This design comes from an exercise in tuning for small area and a short achievable clock period on the open sky130 flow, not from production work. Function was checked by simulation only, so behaviour that the tests miss may differ from the original.

==> flow/design.v, too long to show whole: its modules and the start of the top module <==
// module RCA: 9 lines
// module INC: 7 lines
// module ALU: 31 lines
// module BRIDGE: 24 lines
// module POPCNT32: 25 lines
// module CMP: 20 lines
// module CP0: 67 lines
// module CTRL: 197 lines
// module EXT: 8 lines
// module EX: 123 lines
// module EX_MEM: 42 lines
// module GRF: 32 lines
// module HAZARD_CTRL: 68 lines
// module ID: 122 lines
// module ID_EX: 58 lines
// module IF: 22 lines
// module IF_ID: 44 lines
// module MEM: 94 lines
// module MEM_EXT: 17 lines
// module MEM_WB: 28 lines
// module MULT_DIV: 136 lines
// module NPC: 25 lines
// module PC: 22 lines
// module TC: 66 lines
// module CPU: 306 lines
// module mips: 81 lines
module mips(
    input wire clk, 
    input wire reset, 
    input wire interrupt,  
    output wire [31:0] macroscopic_pc,  
    output wire [31:0] i_inst_addr,  
    input wire [31:0] i_inst_rdata,  
    output wire [31:0] m_data_addr, 
    input wire [31:0] m_data_rdata,  
    output wire [31:0] m_data_wdata,  
    output wire [3 :0] m_data_byteen,  
    output wire [31:0] m_int_addr,  
    output wire [3:0] m_int_byteen,  
    output wire [31:0] m_inst_addr,  
    output wire w_grf_we,  
    output wire [4:0] w_grf_addr,  
    output wire [31:0] w_grf_wdata,  
    output wire [31:0] w_inst_addr  
    );
  // ...
==> flow/flow/run.sh <==
#!/bin/bash
# Own layout flow: the standard ORFS flow (standard.sh) with two changes
# to synthesis, both in the combinational logic only (registers untouched):
#   - adders' carry chains ($lcu) mapped as ripple carry (flow/lcu_ripple.v)
#     instead of Kogge-Stone
#   - ABC maps with an area-oriented script (flow/abc_own.script)
# Everything after synthesis is the standard flow. Each tool's output goes to
# the ORFS logs under orfs/logs; this script's own output goes to own_flow.log.
set -euo pipefail
W=$(pwd)
F=$W/flow
exec > >(tee -a "$W/own_flow.log") 2>&1

{
  echo "set ::own_lcu {$F/lcu_ripple.v}"
  echo "set ::own_abc {$F/abc_own.script}"
  cat <<'EOT'
proc synth {args} {
  set a {}
  foreach x $args {
    if {[string match *lcu_kogge_stone.v $x]} { lappend a $::own_lcu } else { lappend a $x }
  }
  yosys synth -nofsm -noshare {*}$a
}
proc abc {args} {
  set i [lsearch -exact $args -script]
  if {$i >= 0} { lset args [expr {$i + 1}] $::own_abc }
  puts "own flow: abc [lrange $args 0 1]"
  yosys abc {*}$args
}
EOT
  # The standard flow's synthesis script without its first line (its own synth proc)
  tail -n +2 "$W/synth_recipe.tcl"
} > "$W/own_synth.tcl"

sed "s#SYNTH_SCRIPT=[^ ]*#SYNTH_SCRIPT=$W/own_synth.tcl#" "$W/standard.sh" > "$W/own_standard.sh"
grep -q "SYNTH_SCRIPT=$W/own_synth.tcl" "$W/own_standard.sh"
bash "$W/own_standard.sh"
==> flow/flow/abc_own.script <==
&get -n
&st
&synch2
&dch
&nf -R 1000
&put
topo
==> flow/flow/lcu_ripple.v <==
// Ripple-carry lookahead unit: maps Yosys's $lcu (the carry chain of every
// adder and comparator) as a plain carry chain instead of Kogge-Stone.
(* techmap_celltype = "$lcu" *)
module _80_lcu_ripple (P, G, CI, CO);
	parameter WIDTH = 2;

	(* force_downto *)
	input [WIDTH-1:0] P, G;
	input CI;

	(* force_downto *)
	output [WIDTH-1:0] CO;

	genvar i;
	generate
		for (i = 0; i < WIDTH; i = i + 1) begin : c
			if (i == 0) begin : f
				assign CO[i] = G[i] | (P[i] & CI);
			end else begin : n
				assign CO[i] = G[i] | (P[i] & CO[i-1]);
			end
		end
	endgenerate
endmodule
==> flow/standard.sh <==
#!/bin/bash
# synth_recipe.tcl (not shown) runs the flow's synth.tcl, then flattens the netlist and writes it again
# the make line also repeats each setting of config.mk as NAME=value (left out here)
make -C /OpenROAD-flow-scripts/flow DESIGN_CONFIG=/design/flow/config.mk WORK_HOME=/design/flow/orfs CLKGATE_MAP_FILE= SYNTH_SCRIPT=/design/flow/synth_recipe.tcl "${@:-finish}"
==> flow/config.mk <==
export PLATFORM = sky130hd
export DESIGN_NAME = mips
export DESIGN_NICKNAME = mips
export VERILOG_FILES = /design/flow/design.v
export SDC_FILE = /design/flow/constraint.sdc
export NUM_CORES = 4
export LEC_CHECK = 0
export ABC_AREA = 1
export CAP_MARGIN = 20
export CORE_MARGIN = 2
export CORE_UTILIZATION = 40
export SETUP_SLACK_MARGIN = 5
export SLEW_MARGIN = 20
==> flow/constraint.sdc <==
create_clock -name core_clock -period 200.0 [get_ports {clk}]
set_input_delay 40.0000 -clock core_clock [delete_from_list [all_inputs] [get_ports {clk}]]
set_output_delay 40.0000 -clock core_clock [all_outputs]
set_load 0.01 [all_outputs]
==> summary.txt, run 1 <==
status=no timing/DRC/antenna violations; Cell Area, Placed=around 0.10 sq mm; Cell Rows=roughly 180; synthesized area=between 0.09 and 0.1 sq mm; crit end category=primary output; CP endpoint=m_int_byteen[2]; Worst Path Buf+Inv=2; Die Area=0.239 sq mm; total track usage=0.377; Hold Path End=cpu.uvv6.MEM_PC[6]; sequential share of cell area=0.410; Final WS setup=116.89 ns; Buffers, non-clock=723; GPL Wtd Cong=1.01; Setup WS pre-CTS=116.90 ns; GRT overflow=0; clkbuf count=241; Biggest Area Class=multi-input combinational cells; antenna viol nets, final=0; Root Driver=clkbuf_16; max cap viols=0; top cells by area, synth=edfxtp_1, dfxtp_1, fa_1, a222oi_1, nor2_1; TritonCTS Buffers=between 150 and 200; Adder-Cell Fraction of Synth Area=0.108; Top Ports=337; met3 Resource Use GR=0.113; cells after synthesis=8673; CTS tree=built; clock sinks=1757; n_diodes=14; CP Class=in2out; nets=10200; most common cell after layout, fill and taps aside=edfxtp_1; synth-to-layout area growth=18.4%; Max Clock Skew=0.0523 ns; Total Neg Setup Slack=0 ns
==> module MULT_DIV, before the edit <==
module MULT_DIV(
    input wire clk,
    input wire reset,
    input wire req,
    input wire [31:0] A,
    input wire [31:0] B,
    input wire start,
    input wire [2:0] MULT_DIV_OP,
    input wire MTHI,
    input wire MTLO,
    output wire busy,
    output reg [31:0] HI,
    output reg [31:0] LO
    );
    reg [3:0] cnt;
    reg is_div;
    reg [32:0] M;      
    reg [1:0] Hx;      
    reg [7:0] Lx;      
    reg q;             
    reg negq, negr;    
    assign busy = (cnt != 4'd0);
    wire is_signed = (MULT_DIV_OP == 3'b0) || (MULT_DIV_OP == 3'b1);
    wire op_div = (MULT_DIV_OP == 3'b1) || (MULT_DIV_OP == 3'b11);
    wire a_neg = is_signed & A[31];
    wire b_neg = is_signed & B[31];
    wire [1:0] nsel = (cnt == 4'd0) ? 2'd0 : (cnt == 4'd2) ? 2'd1 : 2'd2;
    wire [31:0] nin = (nsel == 2'd0) ? A : (nsel == 2'd1) ? LO : HI;
    wire [31:0] nout;
    INC #(32) neg(.a(~nin), .ci(1'b1), .s(nout));
    wire [8:0] bw = {Lx, q};
    wire [35:0] m1 = {{3{M[32]}}, M};
    wire [35:0] m2 = {{2{M[32]}}, M, 1'b0};
    wire [41:0] S0 = {{8{Hx[1]}}, Hx, HI};
    wire [41:0] S1, S2, S3, S4;
    genvar j;
    generate
        for (j = 0; j < 4; j = j + 1) begin : brow
            wire b0 = bw[2*j], b1 = bw[2*j+1], b2 = bw[2*j+2];
            wire sel1 = b1 ^ b0;
            wire sel2 = (b2 & ~b1 & ~b0) | (~b2 & b1 & b0);
            wire ng = b2 & ~(b1 & b0);
            wire [35:0] p = (m1 & {36{sel1}}) | (m2 & {36{sel2}});
            wire [41:0] sin = (j == 0) ? S0 : (j == 1) ? S1 : (j == 2) ? S2 : S3;
            wire [35:0] sum;
            wire co;
            RCA #(36) add(.a(sin[2*j+35:2*j]), .b(p ^ {36{ng}}), .ci(ng), .s(sum), .co(co));
            if (j == 0) begin : o0 assign S1 = {{6{sum[35]}}, sum}; end
            if (j == 1) begin : o1 assign S2 = {{4{sum[35]}}, sum, S1[1:0]}; end
            if (j == 2) begin : o2 assign S3 = {{2{sum[35]}}, sum, S2[3:0]}; end
            if (j == 3) begin : o3 assign S4 = {sum, S3[5:0]}; end
        end
    endgenerate
    wire [41:0] S = S4;
    wire [31:0] R0 = HI;
    wire [31:0] R1, R2, R3, R4;
    wire [3:0] qb;
    genvar k;
    generate
        for (k = 0; k < 4; k = k + 1) begin : drow
            wire [31:0] rin = (k == 0) ? R0 : (k == 1) ? R1 : (k == 2) ? R2 : R3;
            wire [32:0] t = {rin, LO[31-k]};
            wire [32:0] d;
            wire co;
            RCA #(33) sub(.a(t), .b(M), .ci(~q), .s(d), .co(co));
            wire [31:0] rout = co ? d[31:0] : t[31:0];
            assign qb[3-k] = co;
            if (k == 0) begin : o0 assign R1 = rout; end
            if (k == 1) begin : o1 assign R2 = rout; end
            if (k == 2) begin : o2 assign R3 = rout; end
            if (k == 3) begin : o3 assign R4 = rout; end
        end
    endgenerate
    wire [31:0] r = R4;
    wire [31:0] qv = {LO[27:0], qb};
    always @(posedge clk) begin
        if (reset) begin
            cnt <= 4'd0;
            HI <= 32'b0;
            LO <= 32'b0;
        end
        else if (cnt == 4'd0) begin
            if (MTHI && !req) begin
                HI <= A;
            end
            else if (MTLO && !req) begin
                LO <= A;
            end
            else if (start && !req) begin
                is_div <= op_div;
                if (op_div) begin
                    cnt <= 4'd10;
                    HI <= 32'b0;
                    LO <= a_neg ? nout : A;
                    M <= {1'b1, b_neg ? B : ~B};
                    q <= b_neg;
                    negq <= (a_neg ^ b_neg) & (B != 32'b0);
                    negr <= a_neg;
                end
                else begin
                    cnt <= 4'd5;
                    HI <= 32'b0;
                    Hx <= 2'b0;
                    LO <= {{8{b_neg}}, B[31:8]};
                    Lx <= B[7:0];
                    q <= 1'b0;
                    M <= {a_neg, A};
                end
            end
        end
        else begin
            cnt <= cnt - 4'd1;
            if (!is_div) begin
                HI <= S[39:8];
                Hx <= S[41:40];
                LO <= {S[7:0], LO[31:8]};
                Lx <= LO[7:0];
                q <= Lx[7];
                if (cnt == 4'd1) begin
                    HI <= S[31:0];
                    LO <= LO;
                end
            end
            else if (cnt >= 4'd3) begin
                HI <= r;
                LO <= qv;
            end
            else if (cnt == 4'd2) begin
                if (negq) LO <= nout;
            end
            else begin
                if (negr) HI <= nout;
            end
        end
    end
endmodule
==> inputs of run 2 (changes only) <==
--- a/flow/design.v
+++ b/flow/design.v
@@ -1093,51 +1093,36 @@
     wire [31:0] nin = (nsel == 2'd0) ? A : (nsel == 2'd1) ? LO : HI;
     wire [31:0] nout;
     INC #(32) neg(.a(~nin), .ci(1'b1), .s(nout));
+    wire div_step = is_div && (cnt >= 4'd3);
     wire [8:0] bw = {Lx, q};
     wire [35:0] m1 = {{3{M[32]}}, M};
     wire [35:0] m2 = {{2{M[32]}}, M, 1'b0};
-    wire [41:0] S0 = {{8{Hx[1]}}, Hx, HI};
-    wire [41:0] S1, S2, S3, S4;
+    wire [35:0] sum0, sum1, sum2, sum3;
+    wire [3:0] qb;
     genvar j;
     generate
-        for (j = 0; j < 4; j = j + 1) begin : brow
+        for (j = 0; j < 4; j = j + 1) begin : row
+            wire [35:0] prev = (j == 0) ? 36'b0 : (j == 1) ? sum0 : (j == 2) ? sum1 : sum2;
+            wire rneg = (j == 0) ? Hx[0] : prev[35];
+            wire [35:0] x_mul = (j == 0) ? {{2{Hx[1]}}, Hx, HI} : {{2{prev[35]}}, prev[35:2]};
+            wire [35:0] x_div = (j == 0) ? {{2{Hx[0]}}, Hx[0], HI, LO[31]} : {{2{prev[32]}}, prev[32:0], LO[31-j]};
+            wire [35:0] x = div_step ? x_div : x_mul;
             wire b0 = bw[2*j], b1 = bw[2*j+1], b2 = bw[2*j+2];
-            wire sel1 = b1 ^ b0;
-            wire sel2 = (b2 & ~b1 & ~b0) | (~b2 & b1 & b0);
-            wire ng = b2 & ~(b1 & b0);
+            wire sel1 = !is_div ? (b1 ^ b0) : div_step ? 1'b1 : rneg;
+            wire sel2 = !is_div && ((b2 & ~b1 & ~b0) | (~b2 & b1 & b0));
+            wire ng = !is_div ? (b2 & ~(b1 & b0)) : div_step ? (rneg ^ ~q) : q;
             wire [35:0] p = (m1 & {36{sel1}}) | (m2 & {36{sel2}});
-            wire [41:0] sin = (j == 0) ? S0 : (j == 1) ? S1 : (j == 2) ? S2 : S3;
             wire [35:0] sum;
             wire co;
-            RCA #(36) add(.a(sin[2*j+35:2*j]), .b(p ^ {36{ng}}), .ci(ng), .s(sum), .co(co));
-            if (j == 0) begin : o0 assign S1 = {{6{sum[35]}}, sum}; end
-            if (j == 1) begin : o1 assign S2 = {{4{sum[35]}}, sum, S1[1:0]}; end
-            if (j == 2) begin : o2 assign S3 = {{2{sum[35]}}, sum, S2[3:0]}; end
-            if (j == 3) begin : o3 assign S4 = {sum, S3[5:0]}; end
+            RCA #(36) add(.a(x), .b(p ^ {36{ng}}), .ci(ng), .s(sum), .co(co));
+            assign qb[3-j] = ~sum[35];
+            if (j == 0) begin : o0 assign sum0 = sum; end
+            if (j == 1) begin : o1 assign sum1 = sum; end
+            if (j == 2) begin : o2 assign sum2 = sum; end
+            if (j == 3) begin : o3 assign sum3 = sum; end
         end
     endgenerate
-    wire [41:0] S = S4;
-    wire [31:0] R0 = HI;
-    wire [31:0] R1, R2, R3, R4;
-    wire [3:0] qb;
-    genvar k;
-    generate
-        for (k = 0; k < 4; k = k + 1) begin : drow
-            wire [31:0] rin = (k == 0) ? R0 : (k == 1) ? R1 : (k == 2) ? R2 : R3;
-            wire [32:0] t = {rin, LO[31-k]};
-            wire [32:0] d;
-            wire co;
-            RCA #(33) sub(.a(t), .b(M), .ci(~q), .s(d), .co(co));
-            wire [31:0] rout = co ? d[31:0] : t[31:0];
-            assign qb[3-k] = co;
-            if (k == 0) begin : o0 assign R1 = rout; end
-            if (k == 1) begin : o1 assign R2 = rout; end
-            if (k == 2) begin : o2 assign R3 = rout; end
-            if (k == 3) begin : o3 assign R4 = rout; end
-        end
-    endgenerate
-    wire [31:0] r = R4;
-    wire [31:0] qv = {LO[27:0], qb};
+    wire [41:0] S = {sum3, sum2[1:0], sum1[1:0], sum0[1:0]};
     always @(posedge clk) begin
         if (reset) begin
             cnt <= 4'd0;
@@ -1156,8 +1141,9 @@
                 if (op_div) begin
                     cnt <= 4'd10;
                     HI <= 32'b0;
+                    Hx <= 2'b0;
                     LO <= a_neg ? nout : A;
-                    M <= {1'b1, b_neg ? B : ~B};
+                    M <= {b_neg, B};
                     q <= b_neg;
                     negq <= (a_neg ^ b_neg) & (B != 32'b0);
                     negr <= a_neg;
@@ -1176,21 +1162,23 @@
         else begin
             cnt <= cnt - 4'd1;
             if (!is_div) begin
-                HI <= S[39:8];
-                Hx <= S[41:40];
-                LO <= {S[7:0], LO[31:8]};
-                Lx <= LO[7:0];
-                q <= Lx[7];
                 if (cnt == 4'd1) begin
                     HI <= S[31:0];
-                    LO <= LO;
+                end
+                else begin
+                    HI <= S[39:8];
+                    Hx <= S[41:40];
+                    LO <= {S[7:0], LO[31:8]};
+                    Lx <= LO[7:0];
+                    q <= Lx[7];
                 end
             end
             else if (cnt >= 4'd3) begin
-                HI <= r;
-                LO <= qv;
+                {Hx, HI} <= sum3[33:0];
+                LO <= {LO[27:0], qb};
             end
             else if (cnt == 4'd2) begin
+                HI <= sum0[31:0];
                 if (negq) LO <= nout;
             end
             else begin
--- a/flow/flow/run.sh
+++ b/flow/flow/run.sh
@@ -4,7 +4,9 @@
 #   - adders' carry chains ($lcu) mapped as ripple carry (flow/lcu_ripple.v)
 #     instead of Kogge-Stone
 #   - ABC maps with an area-oriented script (flow/abc_own.script)
-# Everything after synthesis is the standard flow. Each tool's output goes to
+# After synthesis it is the standard flow, except that the port buffers that
+# global placement puts on every input and output are buf_2 cells instead of
+# the delay buffer buffer_ports picks by default. Each tool's output goes to
 # the ORFS logs under orfs/logs; this script's own output goes to own_flow.log.
 set -euo pipefail
 W=$(pwd)
@@ -35,4 +37,4 @@
 
 sed "s#SYNTH_SCRIPT=[^ ]*#SYNTH_SCRIPT=$W/own_synth.tcl#" "$W/standard.sh" > "$W/own_standard.sh"
 grep -q "SYNTH_SCRIPT=$W/own_synth.tcl" "$W/own_standard.sh"
-bash "$W/own_standard.sh"
+bash "$W/own_standard.sh" "BUFFER_PORTS_ARGS=-buffer_cell sky130_fd_sc_hd__buf_2" "${@:-finish}"
--- a/flow/config.mk
+++ b/flow/config.mk
@@ -6,8 +6,10 @@
 export NUM_CORES = 4
 export LEC_CHECK = 0
 export ABC_AREA = 1
-export CAP_MARGIN = 20
+export CAP_MARGIN = 10
 export CORE_MARGIN = 2
-export CORE_UTILIZATION = 40
+export CORE_UTILIZATION = 30
+export CTS_BUF_LIST = sky130_fd_sc_hd__clkbuf_8
+export PLACE_DENSITY = 0.4
 export SETUP_SLACK_MARGIN = 5
-export SLEW_MARGIN = 20
+export SLEW_MARGIN = 10
==> summary.txt, run 2 <==
pin count of the biggest net entering global routing=133; most frequent cells in the layout=edfxtp_1, nor2_1, dfxtp_1, nand2_1, a21oi_1; Max H-tree Level=5; synthesized area=0.0913 sq mm (-2.8%); most frequent cell after synthesis=edfxtp_1; Fill cells=30700; max incr delay on CP=0.36 ns; core area=0.303 sq mm; CP Class=in2out; Buffers on Ports=335; Tmin final=81.65 ns; Reg clk slew, reported paths=0.06 ns; wire per inst=38.5 microns; most common cell after layout, fill and taps aside=edfxtp_1; biggest regs=cpu.uvv3.grf.grf (992), cpu.uvv5.mult_div.M (33); met3 wire len=49.3 mm; Hold/Removal Path Class=reg2reg; Mapped Nets=9036; DRC=0; total track usage=0.331 (-0.0461); initial core utilization=0.302; CTS tree=built; final hold slack=0.431 ns; antenna viol nets, final=0 (unchanged); RSZ-0062 raised after global routing=false; Die Area=0.309 sq mm (+29%); Top Ports=337 (unchanged); die width=556 microns; Die Y=556 microns; Final Max Slew Viols=0; nets=10100 (-1.1%); area leader, netlist=edfxtp_1; Unique masters post-synth=62; CP max stage cell=or2_2; CTS resizes=0; area of the multi-input gates=0.0454 sq mm; CP required=160.00 ns; Total Neg Setup Slack=0 ns (unchanged); cells after synthesis=8517 (-1.8%); Final WS setup=118.35 ns (+1.46 ns); GPL Wtd Cong=0.971 (-3.6%); Seq/Total Area, Yosys=0.499; Cell Area, Placed=0.102 sq mm (-2.7%); Least-Margin Pin Slew=~1.4 ns; synth warn=11; CP startpoint kind=primary input; Finished Cell Area=~0.11 sq mm; uppermost layer routed=met5; Root Driver=clkbuf_8; register area=0.0456 sq mm; FF+latch count, synth=1757; max cap viols=0 (unchanged); Met1 Routed Length=slightly above 200 mm; clock latency (worst-skew pair)=1.04 ns; via density per instance=6.27; Met2 Wirelength=241 mm; CTS Buffer Depth=4; crit end category=primary output; Max Clock Skew=0.101 ns (+0.0492 ns); Synth async-reset ratio=0; status=no timing/DRC/antenna violations; fin crit share=0.408; Worst Path Arrival=41.65 ns; Post-CTS Setup Repair Bufs=0; first-pass GRT wire length=~700 mm; GRT overflow=0 (unchanged); CP cell instances=buf_2 > nand2_1 > a311oi_1 > or2_2 > nor2_1 > o211ai_1 > nor2_1 > buf_2; Max FO, Critical Path=5; top cells by area, synth=edfxtp_1, dfxtp_1, fa_1, a22oi_1, nor2_1; Cell Rows=202 (+14%); Hold Violations, Final=0; drt first pass iters=11; Max-slew headroom=0.0293; max reg flops=992; total wire length=531 mm; final count of negative-setup-slack endpoints=0; initial antenna violation count=47; ys flop type=edfxtp_1; clock sinks=1757 (unchanged); vias in the first global route=82800; vias=roughly 87000; EDFF count, synth=1039; synth-to-layout area growth=18.6%; syn avg cell area=10.7 sq um; Setup WS pre-CTS=118.34 ns (+1.44 ns); fmax=12.2 MHz; share of the synthesized area in the top cell type=0.342; largest register by flop count=cpu.uvv3.grf.grf; TritonCTS Buffers=331 (+79%); DRT iter0 DRCs=13000; dpl hpwl=353 mm; hold_buf cts=0; most common library cells after synthesis=edfxtp_1, nor2_1, nand2_1; share of layout cells above drive strength 1=0.141
-- run 2: worst max-delay path: cells and delay by family --
| kind | cells | cell delay (ns) |
|---|---|---|
| AOI/OAI and AO/OA | 2 | 0.42 |
| buffers and inverters | 2 | 0.27 |
| and+or+nand+nor | 4 | 0.97 |
-- run 2: path summary, 6_finish.rpt --
check             slack [ns]                       end  cells after the start                      from
setup / recovery      118.35           m_int_byteen[2]                      8                 interrupt
hold reg to reg         0.43       cpu.uvv6.MEM_PC[12]                      2        cpu.uvv4.EX_PC[12]
hold / removal          0.43       cpu.uvv6.MEM_PC[12]                      2        cpu.uvv4.EX_PC[12]
setup reg to reg      137.10  cpu.uvv5.mult_div.HI[31]                    168  cpu.uvv5.mult_div.is_div
-- run 2: stage by stage --
step	cells	utilization
6_report	13800	0.358
5_1_grt	13800	0.358
4_1_cts	13800	0.357
3_5_place_dp	13200	0.337
3_3_place_gp	13200	0.337
2_1_floorplan	8517	-
-- run 2: cells by family (layout without fill, tap and decap cells) --
kind of cell / after synthesis / count (layout) / synth area share
AO/OA/AOI/OAI: 2966 / 2966 / 0.230
AND/OR/NAND/NOR: 2525 / 2525 / 0.124
flip-flops: 1757 / 1757 / 0.499
adder cells (fa/ha/maj): 452 / 452 / 0.0826
buffers and inverters: 353 / 1634 / 0.0172
XOR/XNOR: 273 / 273 / 0.0262
multiplexers: 190 / 190 / 0.0209
other: 1 / 23 / 0.0000411
-- run 2: metal layers --
| layer | vias to the layer above | track usage |
|---|---|---|
| met5 | - | 0 |
| met4 | 20 | 0.188 |
| met3 | 1521 | 0.0684 |
| met2 | 5675 | 0.529 |
| met1 | 43500 | 0.416 |
| li1 | 35900 | - |
-- run 2: final cells by class --
cell class | count | share of cell area
well taps | 3978 | 0.0460
inverters | 288 | 0.0100
repair buffers | 757 | 0.0451
clock inverters | 230 | 0.0125
flip-flops and latches | 1757 | 0.421
diodes | 22 | 0.000508
clock buffers | 359 | 0.0456
multi-input cells | 6407 | 0.419
==> inputs of run 3 (changes only) <==
--- a/flow/flow/run.sh
+++ b/flow/flow/run.sh
@@ -5,7 +5,7 @@
 #     instead of Kogge-Stone
 #   - ABC maps with an area-oriented script (flow/abc_own.script)
 # After synthesis it is the standard flow, except that the port buffers that
-# global placement puts on every input and output are buf_2 cells instead of
+# global placement puts on every input and output are buf_1 cells instead of
 # the delay buffer buffer_ports picks by default. Each tool's output goes to
 # the ORFS logs under orfs/logs; this script's own output goes to own_flow.log.
 set -euo pipefail
@@ -37,4 +37,4 @@
 
 sed "s#SYNTH_SCRIPT=[^ ]*#SYNTH_SCRIPT=$W/own_synth.tcl#" "$W/standard.sh" > "$W/own_standard.sh"
 grep -q "SYNTH_SCRIPT=$W/own_synth.tcl" "$W/own_standard.sh"
-bash "$W/own_standard.sh" "BUFFER_PORTS_ARGS=-buffer_cell sky130_fd_sc_hd__buf_2" "${@:-finish}"
+bash "$W/own_standard.sh" "BUFFER_PORTS_ARGS=-buffer_cell sky130_fd_sc_hd__buf_1" "${@:-finish}"
--- a/flow/config.mk
+++ b/flow/config.mk
@@ -7,9 +7,13 @@
 export LEC_CHECK = 0
 export ABC_AREA = 1
 export CAP_MARGIN = 10
+export CELL_PAD_IN_SITES_DETAIL_PLACEMENT = 1
+export CELL_PAD_IN_SITES_GLOBAL_PLACEMENT = 1
 export CORE_MARGIN = 2
-export CORE_UTILIZATION = 30
-export CTS_BUF_LIST = sky130_fd_sc_hd__clkbuf_8
-export PLACE_DENSITY = 0.4
+export CORE_UTILIZATION = 25
+export CTS_BUF_LIST = sky130_fd_sc_hd__clkbuf_16
+export CTS_CLUSTER_DIAMETER = 100
+export CTS_CLUSTER_SIZE = 16
+export PLACE_DENSITY = 0.5
 export SETUP_SLACK_MARGIN = 5
 export SLEW_MARGIN = 10
==> summary.txt, run 3 <==
status=no timing/DRC/antenna violations; Root Driver=clkbuf_16; drt first pass iters=10 (-1); syn avg cell area=10.7 sq um (unchanged); wire per inst=38.2 microns (-0.57%); top cells by area, synth=edfxtp_1, dfxtp_1, fa_1, a22oi_1, nor2_1; hold_buf cts=0 (unchanged); Seq/Total Area, Yosys=0.499 (unchanged); Die Y=608 microns (+9.5%); CP cell instances=buf_1 > nand2_1 > a311oi_1 > or2_2 > nor2_1 > o211ai_1 > nor2_1 > buf_1; synth warn=11 (unchanged); CP max stage cell=or2_2; Die Area=0.370 sq mm (+20%); max cap viols=0 (unchanged); crit end category=primary output; Least-Margin Pin Slew=1.38 ns (-0.0616 ns); largest register by flop count=cpu.uvv3.grf.grf; most common library cells after synthesis=edfxtp_1, nor2_1, nand2_1; dpl hpwl=364 mm (+3.4%); GRT overflow=0 (unchanged); first-pass GRT wire length=737 mm (+3.2%); most frequent cell after synthesis=edfxtp_1; Unique masters post-synth=62 (unchanged); CTS tree=built; total wire length=543 mm (+2.4%); crit path launch=interrupt; Cell Rows=221 (+9.4%); initial antenna violation count=41 (-13%); synth-to-layout area growth=16.8%; Reg clk slew, reported paths=0.07 ns (about the same); final count of negative-setup-slack endpoints=0 (unchanged); vias=86800 (+0.26%); synthesized area=0.0913 sq mm (unchanged); max incr delay on CP=0.38 ns (+0.02 ns); global-route track usage on met1=0.359 (-0.0572); Total Neg Setup Slack=0 ns (unchanged); Finished Layout Cells=14200 (+3.0%); initial core utilization=0.252 (-0.0501); fin crit share=0.409 (+0.000655); most used routing layer=met2; pin count of the biggest net entering global routing=141 (+6.0%); most frequent cells in the layout=edfxtp_1, nor2_1, dfxtp_1, nand2_1, a21oi_1; via density per instance=6.11 (-2.7%); Max-slew headroom=0.0805 (+0.0512); most common cell after layout, fill and taps aside=edfxtp_1; Synth async-reset ratio=0 (unchanged); Max FO, Critical Path=5 (unchanged); Buffers on Ports=335 (unchanged); CP required=160.00 ns (about the same); core area=0.363 sq mm (+20%); Max H-tree Level=4 (-1); Hold/Removal Path Class=reg2reg; share of the synthesized area in the top cell type=0.342 (unchanged); CP startpoint kind=primary input; max reg flops=992 (unchanged); share of layout cells above drive strength 1=0.0823 (-0.0590); Post-CTS Setup Repair Bufs=0 (unchanged); CP Class=in2out; Tmin final=81.79 ns (+0.131 ns); Mapped Nets=9036 (unchanged); clock latency (worst-skew pair)=0.89 ns (-0.15 ns); DRT iter0 DRCs=12100 (-7.2%); Hold Violations, Final=0 (unchanged); Final Max Slew Viols=0 (unchanged); GPL Wtd Cong=0.954 (-1.8%); area leader, netlist=edfxtp_1; placed insts=14000 (+6.2%); CTS Buffer Depth=4 (unchanged); antenna viol nets, final=0 (unchanged); cells after synthesis=8517 (unchanged); DRC=0 (unchanged); RSZ-0062 raised after global routing=false; TritonCTS Buffers=142 (-57%); clock sinks=1757 (unchanged); met3 Resource Use GR=0.0492 (-0.0192); fmax=12.2 MHz (-0.16%); Fill cells=40700 (+33%); Hold Startpoint=cpu.uvv4.EX_PC[12]; die width=608 microns (+9.5%); vias in the first global route=85900 (+3.8%); biggest regs=cpu.uvv3.grf.grf (992), cpu.uvv5.mult_div.M (33); Top Ports=337 (unchanged); Max Clock Skew=0.0901 ns (-0.0114 ns); Worst Path Arrival=41.79 ns (+0.14 ns); FF+latch count, synth=1757 (unchanged); total track usage=0.282 (-0.0497); EDFF count, synth=1039 (unchanged); met2 Use GR=0.459 (-0.0696); ys flop type=edfxtp_1; CTS resizes=0 (unchanged); worst r2r src=cpu.uvv5.mult_div.is_div; nets=9874 (-1.9%)
## run 3: cell counts after synthesis
No cell type changed its count.
## run 3: cells by family after synthesis
| kind of cell | share of synthesized area |
|---|---|
| flip-flops | 0.499 |
| AND/OR/NAND/NOR | 0.124 |
| other | 0.0000411 |
| XOR/XNOR | 0.0262 |
| buffers and inverters | 0.0172 |
| AO/OA/AOI/OAI | 0.230 |
| adder cells (fa/ha/maj) | 0.0826 |
| multiplexers | 0.0209 |
## run 3: layout make-up
| cell class | count | area, sq um | share of cell area |
|---|---|---|---|
| sequential | 1757 | 45600 | 0.427 |
| multi-input combinational | 6407 | 45400 | 0.426 |
| tap | 4794 | 6000 | 0.0562 |
| timing repair buffer | 759 | 4520 | 0.0424 |
| clock buffer | 147 | 3680 | 0.0345 |
| inverter | 288 | 1090 | 0.0102 |
| clock inverter | 47 | 360 | 0.00338 |
| antenna | 12 | 30.0 | 0.000281 |
## run 3: final timing paths
kind              cells past startpoint                  endpoint  slack, ns
setup reg to reg                    168  cpu.uvv5.mult_div.HI[31]     136.80
hold reg to reg                       2       cpu.uvv6.MEM_PC[12]       0.44
hold / removal                        2       cpu.uvv6.MEM_PC[12]       0.44
setup / recovery                      8          m_data_byteen[2]     118.22
## run 3: worst max-delay path: cells and delay by family
family | cells | cell delay (ns)
buf+inv | 2 | 0.30
simple gates | 4 | 1.06
compound gates | 2 | 0.42
## run 3: through the flow
| stage | area [sq um] | hold WS [ns] | setup WS [ns] | util |
|---|---|---|---|---|
| final | 107000 | 0.439 | 118.22 | 0.294 |
| after CTS | 107000 | 0.441 | 118.21 | 0.294 |
| after global routing | 107000 | 0.458 | 118.11 | 0.294 |
| after floorplan | 91300 | 0.404 | 115.98 | - |
| after detailed placement | 103000 | 0.417 | 118.21 | 0.283 |
| after global placement | 103000 | 0.420 | 118.26 | 0.283 |
## run 3: metal layers
| layer | wire [microns] | up-vias |
|---|---|---|
| met1 | 214000 | 45000 |
| met2 | 249000 | 5045 |
| met5 | 91 | - |
| met4 | 33000 | 14 |
| met3 | 47100 | 1356 |
| li1 | - | 35300 |
==> inputs of run 4 (changes only) <==
==> flow/config.mk (replaced) <==
export PLATFORM = sky130hd
export DESIGN_NAME = mips
export DESIGN_NICKNAME = mips
export VERILOG_FILES = /design/flow/design.v
export SDC_FILE = /design/flow/constraint.sdc
export NUM_CORES = 4
export LEC_CHECK = 0
export ABC_AREA = 1
export CAP_MARGIN = 5
export CELL_PAD_IN_SITES_DETAIL_PLACEMENT = 1
export CELL_PAD_IN_SITES_GLOBAL_PLACEMENT = 1
export CORE_MARGIN = 2
export CORE_UTILIZATION = 25
export CTS_BUF_LIST = sky130_fd_sc_hd__clkbuf_8
export CTS_CLUSTER_DIAMETER = 100
export CTS_CLUSTER_SIZE = 12
export PLACE_DENSITY = 0.5
export SETUP_SLACK_MARGIN = 5
export SLEW_MARGIN = 5
==> summary.txt, run 4 <==
status=no timing/DRC/antenna violations; area leader, netlist=edfxtp_1; vias=86800 (+0.085%); Reg clk slew, reported paths=0.10 ns (+0.03 ns); Die Y=608 microns (unchanged); die width=608 microns (unchanged); core area=0.363 sq mm (unchanged); most common library cells after synthesis=edfxtp_1, nor2_1, nand2_1; CP required=160.00 ns (about the same); Tmin final=81.81 ns (+0.0230 ns); Die Area=0.370 sq mm (unchanged); most frequent cells in the layout=edfxtp_1, nor2_1, dfxtp_1, nand2_1, a21oi_1; fmax=12.2 MHz (about the same); initial core utilization=0.252 (unchanged); wire per inst=38.2 microns (-0.16%); EDFF count, synth=1039 (unchanged); max cap viols=0 (unchanged); DRC=0 (unchanged); Root Driver=clkbuf_8; syn avg cell area=10.7 sq um (unchanged); FF+latch count, synth=1757 (unchanged); synth-to-layout area growth=15.4%; Final Max Slew Viols=0 (unchanged); hold_buf cts=0 (unchanged); nets=9908 (+0.34%); biggest regs=cpu.uvv3.grf.grf (992), cpu.uvv5.mult_div.M (33); Total Neg Setup Slack=0 ns (unchanged); initial antenna violation count=37 (-9.8%); drt first pass iters=7 (-3); Hold Violations, Final=0 (unchanged); placed insts=14000 (unchanged); Seq/Total Area, Yosys=0.499 (unchanged); fin crit share=0.409 (about the same); Buffers on Ports=335 (unchanged); TritonCTS Buffers=177 (+25%); total wire length=544 mm (+0.17%); Unique masters post-synth=62 (unchanged); clock latency (worst-skew pair)=1.07 ns (+0.18 ns); Finished Layout Cells=14300 (+0.33%); DRT iter0 DRCs=12200 (+0.88%); largest register by flop count=cpu.uvv3.grf.grf; CTS tree=built; most frequent cell after synthesis=edfxtp_1; dpl hpwl=364 mm (about the same); via density per instance=6.09 (-0.24%); Hold/Removal Path Class=reg2reg; top cells by area, synth=edfxtp_1, dfxtp_1, fa_1, a22oi_1, nor2_1; Max Clock Skew=0.125 ns (+0.0348 ns); CP Class=in2out; share of layout cells above drive strength 1=0.0851 (+0.00280); share of the synthesized area in the top cell type=0.342 (unchanged); antenna viol nets, final=0 (unchanged); ys flop type=edfxtp_1; Max H-tree Level=4 (unchanged); synth warn=11 (unchanged); most common cell after layout, fill and taps aside=edfxtp_1; CTS resizes=0 (unchanged); synthesized area=0.0913 sq mm (unchanged); clock sinks=1757 (unchanged); Max-slew headroom=0.0918 (+0.0113); Cell Rows=221 (unchanged); vias in the first global route=86400 (+0.49%); total track usage=0.282 (+0.000324); crit end category=primary output; max reg flops=992 (unchanged); CP startpoint kind=primary input; pin count of the biggest net entering global routing=141 (unchanged); Top Ports=337 (unchanged); CTS Buffer Depth=4 (unchanged); Post-CTS Setup Repair Bufs=0 (unchanged); GPL Wtd Cong=0.954 (unchanged); Least-Margin Pin Slew=1.35 ns (-0.0290 ns); first-pass GRT wire length=738 mm (+0.14%); Synth async-reset ratio=0 (unchanged); cells after synthesis=8517 (unchanged); GRT overflow=0 (unchanged); Max FO, Critical Path=5 (unchanged); Mapped Nets=9036 (unchanged); Worst Path Arrival=41.81 ns (+0.02 ns); final count of negative-setup-slack endpoints=0 (unchanged); RSZ-0062 raised after global routing=false
-- run 4: changes by cell type in the layout (fill, tap and decap cells not counted), sizes merged --
cell,delta
clkbuf,+33
inv,+14
clkinv,-5
diode,+4
clkinvlp,+3
bufinv,-2
-- run 4: cell families after synthesis --
| kind of cell | count (synthesis) | share of synthesized area |
|---|---|---|
| other | 1 | 0.0000411 |
| adders and majority gates | 452 | 0.0826 |
| AOI/OAI and AO/OA | 2966 | 0.230 |
| muxes | 190 | 0.0209 |
| buffers and inverters | 353 | 0.0172 |
| DFF | 1757 | 0.499 |
| xor gates and xnor gates | 273 | 0.0262 |
| and+or+nand+nor | 2525 | 0.124 |
-- run 4: area by class of cell --
class                           count  area (sq um)
Fill cell                       40900        258000
Sequential cell                  1757         45600
Multi-Input combinational cell   6407         45400
Tap cell                         4794          6000
Timing Repair Buffer              758          4510
Clock buffer                      181          2490
Inverter                          288          1090
Clock inverter                     57           302
Antenna cell                       16          40.0
-- run 4: final timing paths --
kind	startpoint	end	slack (ns)	cells past startpoint
setup / recovery	interrupt	m_data_byteen[2]	118.19	8
hold reg to reg	cpu.uvv4.EX_PC[13]	cpu.uvv6.MEM_PC[13]	0.44	2
setup reg to reg	cpu.uvv5.mult_div.is_div	cpu.uvv5.mult_div.HI[31]	136.81	168
hold / removal	cpu.uvv4.EX_PC[13]	cpu.uvv6.MEM_PC[13]	0.44	2
-- run 4: critical path, cell delays in order --
cell and delay, ns:
buf_1 0.13, nand2_1 0.12, a311oi_1 0.18, or2_2 0.38, nor2_1 0.38, o211ai_1 0.23, nor2_1 0.19, buf_1 0.18
-- run 4: layer usage --
layer | up-vias | GRT usage | share of wire
met5 | - | 0 | 0.00026
met4 | 16 | 0.141 | 0.059
met3 | 1375 | 0.0509 | 0.085
met2 | 5107 | 0.459 | 0.46
met1 | 45000 | 0.359 | 0.40
li1 | 35300 | - | -
-- run 4: metrics by stage --
step	util	setup slack, ns	area (sq um)	hold WS [ns]
after global placement	0.283	118.26	103000	0.420
after floorplan	-	115.98	91300	0.404
after CTS	0.290	118.21	105000	0.440
final	0.290	118.19	105000	0.443
after global routing	0.290	118.11	105000	0.461
after detailed placement	0.283	118.21	103000	0.417

==> what the ideal ports hide <==
The flow's constraints put no driver on any port. The routed layouts listed below were extracted and timed again, unchanged, in two steps. Step 1 assumes that a clkbuf_16 drives the clock port and a buf_2 every other input. Step 2 also shifts input and output timing later by t, the mid clock arrival at the registers, as if the neighbouring blocks saw the same clock. Three values: ideal ports, drivers, drivers and shift; two values: the first two.
run | t (ns) | setup slack, ns | latest minus earliest clock arrival (ns) | worst register clock-pin slew, ns | pins driven straight from the clock port
run 1 | 0.953 | 116.886 / 116.846 / 116.846 | 0.075 / 0.074 | 0.07 / 0.07 | 1
run 2 | 1.085 | 118.346 / 118.321 / 118.321 | 0.120 / 0.121 | 0.07 / 0.07 | 1
run 3 | 0.948 | 118.215 / 118.189 / 118.189 | 0.090 / 0.091 | 0.09 / 0.09 | 1
run 4 | 1.110 | 118.192 / 118.166 / 118.166 | 0.127 / 0.127 | 0.12 / 0.12 | 1
After both steps every run listed still meets setup and hold. The setup slack of run 1, which loses most, moves by -0.040 ns with the drivers and by -0.040 ns with both steps.
